This is an optimization exercise on Yosys and OpenROAD, whose aim is small area and a short achievable clock period, not a production implementation. The RTL was checked by simulation tests, not by an equivalence proof against the original design.

## elidon_core
module elidon_core(
  input         clock,
  input         reset,
  output [15:0] imem_addr,
  input  [15:0] imem_rdata,
  output [15:0] dmem_addr,
  output        dmem_read,
  output        dmem_write,
  output [15:0] dmem_wdata,
  input  [15:0] dmem_rdata
);
  reg  [15:0] pcReg;
  reg  [15:0] f_ins;
  reg  [15:0] f_rA;
  reg  [15:0] f_rB;
  reg         f_hitA;
  reg         f_hitB;
  reg  [15:0] w_last;
  reg  [255:0] rf;
  reg  [15:0] d_ins;
  reg  [15:0] d_rs1;
  reg  [15:0] d_rs2;
  reg  [15:0] d_tgt;
  reg  [7:0] d_rem;
  reg  [7:0] d_qhi;
  reg  [7:0] d_alo;
  reg  [15:0] d_ub;
  reg         d_sa;
  reg         d_sb;
  reg  [17:0] d_t3;
  reg  [15:0] e_res;
  reg         e_neg;
  reg         e_inc;
  reg  [15:0] e_rdsv;
  reg         e_wb;
  reg         e_st;
  reg         e_ld;
  reg  [15:0] m_wv;
  wire [3:0]  op = d_ins[15:12];
  wire        op_c = op == 4'hc;
  wire        op_d = op == 4'hd;
  wire        op_e = op == 4'he;
  wire        op_f = op == 4'hf;
  wire        rs1_zero = d_rs1 == 16'h0;
  wire        br_en = op_d | op_e | op_f | (op_c & rs1_zero);
  wire [15:0] br_pc = (op_d | op_e) ? d_rs1 : d_tgt;
  assign imem_addr = br_en ? br_pc : pcReg + 16'h2;
  always @(posedge clock) begin
    if (reset) pcReg <= 16'hfffe;
    else pcReg <= imem_addr;
    f_ins <= imem_rdata;
  ...
Size: roughly 3500 cells after synthesis, about 36000 um^2 of cells after synthesis.
clock: 32.0 ns
lec_check: 0
cap_margin: 20
core_margin: 2
core_utilization: 60
cts_buf_list: sky130_fd_sc_hd__clkbuf_4 sky130_fd_sc_hd__clkbuf_8
cts_cluster_size: 30
slew_margin: 20
standard.sh (not shown) runs the stock make flow with config.mk's settings and CLKGATE_MAP_FILE= SYNTH_SCRIPT=/design/flow/synth_recipe.tcl, a recipe that flattens the netlist after the stock synthesis.
==> flow/flow/run.sh <==
#!/bin/bash
set -euo pipefail
cd "$(dirname "$0")/.."
bash standard.sh SETUP_SLACK_MARGIN=22 finish > standard_flow.log 2>&1
The first run passed the timing, design-rule and antenna checks.
==> next run, changes <==
CTS_BUF_LIST = not set   (was sky130_fd_sc_hd__clkbuf_4 sky130_fd_sc_hd__clkbuf_8)
CTS_CLUSTER_SIZE = not set   (was 30)
What happened:
- via count hardly moves
- design area is higher by 0.44%
- sequential share of layout area falls by 0.13 points
- count of clock-buffer cells in the layout goes down by 53
- hold slack got worse by 21 ps
- sequential cell count is unchanged
- non-clock buffer count climbs by 6
- global-route usage is higher by 0.42 points
==> next run, changes <==
==> flow/flow/run.sh (replaced) <==
#!/bin/bash
set -euo pipefail
cd "$(dirname "$0")/.."
bash standard.sh SETUP_SLACK_MARGIN=23 finish > standard_flow.log 2>&1
ABC_AREA = 1   (was not set)
CORE_UTILIZATION = 40   (was 60)
CTS_BUF_LIST = sky130_fd_sc_hd__clkbuf_4 sky130_fd_sc_hd__clkbuf_8   (was not set)
CTS_CLUSTER_SIZE = 30   (was not set)
Result:
- The new run finished clean
- worst setup slack is better by 1000 ps
- synthesized cell count rose by 37%
==> next run, changes <==
==> flow/flow/run.sh (replaced) <==
#!/bin/bash
set -euo pipefail
cd "$(dirname "$0")/.."
bash standard.sh SETUP_SLACK_MARGIN=22 finish > standard_flow.log 2>&1
ABC_AREA = not set   (was 1)
CTS_BUF_LIST = not set   (was sky130_fd_sc_hd__clkbuf_4 sky130_fd_sc_hd__clkbuf_8)
CTS_CLUSTER_SIZE = not set   (was 30)
Result: Routed wire length went down by about 17%; setup slack gets worse by 840 ps; utilization came out lower by 1.4 points.

========
Another version of the RTL of elidon_core (not shown whole).
Size in the first run: roughly 4800 cells after synthesis, ~500 flip-flops, roughly 37000 um2 of cells after synthesis.
==> flow/config.mk <==
export PLATFORM = sky130hd
export DESIGN_NAME = elidon_core
export DESIGN_NICKNAME = elidon_core
export VERILOG_FILES = /design/flow/design.v
export SDC_FILE = /design/flow/constraint.sdc
export NUM_CORES = 4
export LEC_CHECK = 0
export ABC_AREA = 1
export CAP_MARGIN = 20
export CORE_MARGIN = 2
export CORE_UTILIZATION = 40
export CTS_BUF_LIST = sky130_fd_sc_hd__clkbuf_8 sky130_fd_sc_hd__clkbuf_16
export CTS_CLUSTER_DIAMETER = 100
export CTS_CLUSTER_SIZE = 30
export SLEW_MARGIN = 20
==> flow/constraint.sdc <==
create_clock -name core_clock -period 32.0 [get_ports {clock}]
set_input_delay 6.4000 -clock core_clock [delete_from_list [all_inputs] [get_ports {clock}]]
set_output_delay 6.4000 -clock core_clock [all_outputs]
set_load 0.01 [all_outputs]
==> flow/flow/run.sh <==
#!/bin/bash
set -euo pipefail
cd "$(dirname "$0")/.."
bash standard.sh SETUP_SLACK_MARGIN=23 "BUFFER_PORTS_ARGS=-buffer_cell sky130_fd_sc_hd__buf_4" finish > standard_flow.log 2>&1
Rerun with:
==> flow/flow/run.sh (replaced) <==
#!/bin/bash
set -euo pipefail
cd "$(dirname "$0")/.."
bash standard.sh SETUP_SLACK_MARGIN=23.5 "BUFFER_PORTS_ARGS=-buffer_cell sky130_fd_sc_hd__buf_4" finish > standard_flow.log 2>&1
--- a/flow/config.mk
+++ b/flow/config.mk
@@ -11,4 +11,3 @@
 export CORE_UTILIZATION = 40
-export CTS_BUF_LIST = sky130_fd_sc_hd__clkbuf_8 sky130_fd_sc_hd__clkbuf_16
-export CTS_CLUSTER_DIAMETER = 100
+export CTS_BUF_LIST = sky130_fd_sc_hd__clkbuf_4 sky130_fd_sc_hd__clkbuf_8
 export CTS_CLUSTER_SIZE = 30
Worst setup slack degrades by 130 ps.
Design area is higher by 6.1%.
Synthesized area stays the same.
Maximum frequency is lower by 1.4%.
Die area does not change.
Clock skew is about the same.
Non-clock buffer count is higher by 80.
Flip-flop and latch count is unchanged.
Utilization is higher by 2.7 points.
Wire length is higher by 3.6%.
Rerun with:
==> flow/flow/run.sh (replaced) <==
#!/bin/bash
set -euo pipefail
cd "$(dirname "$0")/.."
bash standard.sh SETUP_SLACK_MARGIN=23 "BUFFER_PORTS_ARGS=-buffer_cell sky130_fd_sc_hd__buf_4" finish > standard_flow.log 2>&1
--- a/flow/config.mk
+++ b/flow/config.mk
@@ -11,4 +11,5 @@
 export CORE_UTILIZATION = 40
-export CTS_BUF_LIST = sky130_fd_sc_hd__clkbuf_4 sky130_fd_sc_hd__clkbuf_8
-export CTS_CLUSTER_SIZE = 30
+export CTS_BUF_LIST = sky130_fd_sc_hd__clkbuf_8 sky130_fd_sc_hd__clkbuf_16
+export CTS_CLUSTER_DIAMETER = 100
+export CTS_CLUSTER_SIZE = 20
 export SLEW_MARGIN = 20
Effect: Global-route usage went down by 0.55 points. Wire length went down by 2.8%. Worst setup slack improves by 110 ps. Cell area went down by 5.5%. Synthesized cell count does not change. Utilization went down by 2.6 points. Sequential cell count stays the same. Register-to-register slack degrades by 310 ps. First-iteration DRC count went down by 5.5%.
Rerun with:
--- a/flow/config.mk
+++ b/flow/config.mk
@@ -11,5 +11,4 @@
 export CORE_UTILIZATION = 40
-export CTS_BUF_LIST = sky130_fd_sc_hd__clkbuf_8 sky130_fd_sc_hd__clkbuf_16
-export CTS_CLUSTER_DIAMETER = 100
-export CTS_CLUSTER_SIZE = 20
+export CTS_BUF_LIST = sky130_fd_sc_hd__clkbuf_4 sky130_fd_sc_hd__clkbuf_8
+export CTS_CLUSTER_SIZE = 30
 export SLEW_MARGIN = 20
- non-clock buffer count goes down by 3
- worst hold slack barely changes
- via count goes up by about 1.2%
- final area goes up by about 2.2%
- setup slack hardly moves
- wire length goes up by 0.89%
Rerun with:
--- a/flow/flow/run.sh
+++ b/flow/flow/run.sh
@@ -1,2 +1,4 @@
 #!/bin/bash
+# Layout flow: the standard flow (standard.sh: the standard synthesis and the ORFS
+# steps, unchanged), run whole, with two optimisation settings passed to ORFS's make:
 set -euo pipefail
--- a/flow/config.mk
+++ b/flow/config.mk
@@ -11,4 +11,5 @@
 export CORE_UTILIZATION = 40
-export CTS_BUF_LIST = sky130_fd_sc_hd__clkbuf_4 sky130_fd_sc_hd__clkbuf_8
-export CTS_CLUSTER_SIZE = 30
+export CTS_BUF_LIST = sky130_fd_sc_hd__clkbuf_8 sky130_fd_sc_hd__clkbuf_16
+export CTS_CLUSTER_DIAMETER = 100
+export CTS_CLUSTER_SIZE = 20
 export SLEW_MARGIN = 20
After rerunning: The new run finished clean. Cell area fell by 2.2%. Sequential share of layout area rose by 0.68 points. Synthesized area is unchanged. Routed wire length fell by 0.88%. Worst hold slack stays flat. Final cell count fell by 1.8%. Critical path depth is unchanged.
Rerun with:
--- a/flow/config.mk
+++ b/flow/config.mk
@@ -14,2 +14,3 @@
 export CTS_CLUSTER_SIZE = 20
+export PLACE_DENSITY = 0.7
 export SLEW_MARGIN = 20
After rerunning: The new run finished clean. Worst setup slack gets better by 32 ps. Maximum frequency increases by 0.36%. Clock skew went up by 21 ps. Synthesized cell count is unchanged. Via count rose by about 2%.

what the ideal ports hide:
The flow's constraints put no driver on any port. The routed layouts listed below were extracted and timed again, unchanged, in two steps. Step 1, drivers: a clkbuf_16 drives clock and a buf_2 each remaining input, both assumed. Step 2, shift: input delay + t, output delay - t, t = (earliest + latest rising clock arrival at the registers) / 2. This alone moves slack from input paths to output paths. a / b / c = ideal / step 1 / step 2; a / b = the first two.
| run | shift t [ns] | setup slack, ns | worst setup path at the end |
|---|---|---|---|
| the first run of note 1 | 0.720 | 21.950 / 21.950 / 21.894 | input to register |
| the second run of note 1 | 0.666 | 21.792 / 21.792 / 21.792 | register to register |
| the third run of note 1 | 0.765 | 22.796 / 22.729 / 22.483 | input to register |
| the fourth run of note 1 | 0.676 | 21.952 / 21.952 / 21.912 | input to register |
| the first run of note 2 | 0.648 | 23.195 / 23.138 / 22.585 | input to register |
| the second run of note 2 | 0.754 | 23.067 / 23.007 / 22.928 | input to register |
| the third run of note 2 | 0.686 | 23.174 / 23.111 / 22.599 | input to register |
| the fourth run of note 2 | 0.750 | 23.172 / 23.111 / 22.569 | input to register |
| the fifth run of note 2 | 0.686 | 23.174 / 23.111 / 22.599 | input to register |
| the sixth run of note 2 | 0.683 | 23.206 / 23.144 / 22.688 | input to register |
After both steps every run listed still meets setup and hold. The setup slack of the first run of note 2, which loses most, moves by -0.057 ns with the drivers and by -0.610 ns with both steps.
